Background: an optimization exercise with open tools, aiming at small area. Do not read the settings as production practice. In this exercise RTL edits were held to simulation tests only and were not proved equivalent to the original.

## mac
module mac(clk, a, b, c, op, z);
  input         clk;
  input  [31:0] a;
  input  [31:0] b;
  input  [31:0] c;
  input         op;
  output [31:0] z;
  function [4:0] lzc24;
    input [23:0] x;
    integer i;
    begin
      lzc24 = 5'd24;
      for (i = 0; i < 24; i = i + 1)
        if (x[i]) lzc24 = 5'd23 - i[4:0];
    end
  endfunction
  function [4:0] tzc24;
    input [23:0] x;
    integer i;
    begin
      tzc24 = 5'd24;
      for (i = 23; i >= 0; i = i - 1)
        if (x[i]) tzc24 = i[4:0];
    end
  endfunction
  function [5:0] rip6;
    input [5:0] x, y;
    input ci;
    integer i;
    reg k;
    begin
      k = ci;
      for (i = 0; i < 6; i = i + 1) begin
        rip6[i] = x[i] ^ y[i] ^ k;
        k = (x[i] & y[i]) | (k & (x[i] ^ y[i]));
      end
    end
  endfunction
  function [7:0] rip8;
    input [7:0] x, y;
    input ci;
    integer i;
    reg k;
    begin
      k = ci;
      for (i = 0; i < 8; i = i + 1) begin
        rip8[i] = x[i] ^ y[i] ^ k;
        k = (x[i] & y[i]) | (k & (x[i] ^ y[i]));
      end
    end
  endfunction
  function [9:0] rip10;
    input [9:0] x, y;
    input ci;
    integer i;
    reg k;
    begin
      k = ci;
      for (i = 0; i < 10; i = i + 1) begin
  ...
For scale: about 580 flip-flops, roughly 130 I/O pins, ~0.040 sq mm of cells after synthesis.
Settings: LEC_CHECK=0, CAP_MARGIN=20, CORE_MARGIN=2, CORE_UTILIZATION=40, CTS_BUF_LIST=sky130_fd_sc_hd__clkbuf_8, CTS_CLUSTER_SIZE=30, GPL_TIMING_DRIVEN=0, SLEW_MARGIN=20, SYNTH_HIERARCHICAL=1, SYNTH_MINIMUM_KEEP_SIZE=0; clock period 13.0 ns.
run.sh (not shown) runs the stock make flow with config.mk's settings and CLKGATE_MAP_FILE= SYNTH_SCRIPT=/design/flow/synth_recipe.tcl, a recipe that flattens the netlist after the stock synthesis.
Rerun with:
ABC_AREA = 1   (was unset)
GPL_TIMING_DRIVEN = unset   (was 0)
Effect: Hold slack is better by 8.8 ps. Global-route usage decreases by 2.4 points. Final area decreases by a few percent. Final cell count increases by roughly a tenth. Clock-buffer cell count increases by 4. Synthesized area stays flat. Sequential share of layout area increases by 0.57 points.
Rerun with:
GPL_TIMING_DRIVEN = 0   (was unset)
What happened: The changed run finished clean; wire length rose by 14%; area after synthesis does not change; setup slack degrades by 650 ps; non-clock buffer count rose by 167; synthesized cell count does not change; flip-flop and latch count is unchanged; hold slack degrades by 7.7 ps; final area rose by 1.0%.
Rerun with:
ABC_AREA = unset   (was 1)
CAP_MARGIN = 10   (was 20)
GPL_TIMING_DRIVEN = unset   (was 0)
SLEW_MARGIN = 10   (was 20)
The changed run completed without violations.
Setup slack gets better by 44 ps.
Cell area went up slightly.
Clock-buffer cell count went up by 7.
Sequential share of layout area went down by 0.50 points.
Routed wire length went down by roughly a tenth.
First-iteration DRC count went down by about a fifth.
Cell count went down by roughly a tenth.
Utilization went up by 0.96 points.
Global-route usage went down by 2.4 points.
Register-to-register slack gets worse by 340 ps.
Rerun with:
CAP_MARGIN = 20   (was 10)
SLEW_MARGIN = 20   (was 10)
Setup slack stays flat. Hold slack barely changes. Flip-flop and latch count stays the same. Count of clock-buffer cells in the layout stays the same. Via count stays flat. Synthesized area stays the same. Synthesized cell count is unchanged.


Another version of the RTL of mac (not shown whole).
Size: about 590 flip-flops, about 130 I/O pins, ~41000 um^2 of cells after synthesis.
make LEC_CHECK=0 CAP_MARGIN=20 CORE_MARGIN=2 CORE_UTILIZATION=40 CTS_BUF_LIST=sky130_fd_sc_hd__clkbuf_8 CTS_CLUSTER_SIZE=30 SLEW_MARGIN=20 SYNTH_HIERARCHICAL=1 SYNTH_MINIMUM_KEEP_SIZE=0 finish   # period 13.0 ns
Then changed:
Settings changed: CTS_BUF_LIST sky130_fd_sc_hd__clkbuf_8 to not set, CTS_CLUSTER_SIZE 30 to not set.
Synthesized area is unchanged; flip-flop and latch count does not change.
Then changed:
Settings changed: CORE_UTILIZATION 40 to 50, GPL_TIMING_DRIVEN set to 0.
Synthesized cell count stays the same; area after synthesis stays the same; clock-buffer cell count rose by 11; cell area rose by a few percent; final cell count fell slightly; critical path depth rose by 12; sequential cell count stays the same; register-to-register slack degrades by 0.34 ns.

==> separate check: timing with driven ports <==
Ports are ideal in the flow. The routed layouts listed here were re-timed in OpenROAD. Step 1: set_driving_cell puts a clkbuf_16 on clk and a buf_2 on each other input, an assumption about the parent block. Step 2 also shifts input and output timing later by t, the mid clock arrival at the registers, as if the neighbouring blocks saw the same clock. Three values: ideal ports, drivers, drivers and shift; two values: the first two.
run | t, ns | slack for setup (ns) | worst hold slack (ns)
the first run of note 1 | 0.716 | 0.466 / 0.503 / -0.212 | 0.299 / 0.299 / 0.299
the second run of note 1 | 0.708 | 1.462 / 1.472 / 0.765 | 0.308 / 0.308 / 0.308
the third run of note 1 | 0.709 | 0.810 / 0.839 / 0.130 | 0.300 / 0.300 / 0.300
the fourth run of note 1 | 0.729 | 0.853 / 0.885 / 0.161 | 0.304 / 0.304 / 0.304
the fifth run of note 1 | 0.728 | 0.856 / 0.885 / 0.164 | 0.304 / 0.304 / 0.304
the first run of note 2 | 0.728 | 0.696 / 0.696 / 0.696 | 0.310 / 0.310 / 0.310
the second run of note 2 | 0.667 | 0.676 / 0.677 / 0.677 | 0.298 / 0.298 / 0.298
the third run of note 2 | 0.683 | 0.334 / 0.334 / -0.106 | 0.263 / 0.263 / 0.263
With both steps, setup timing fails in the first run of note 1 and the third run of note 2, where it was met with ideal ports. The setup slack of the second run of note 1, which loses most, moves by +0.010 ns with the drivers and by -0.697 ns with both steps.
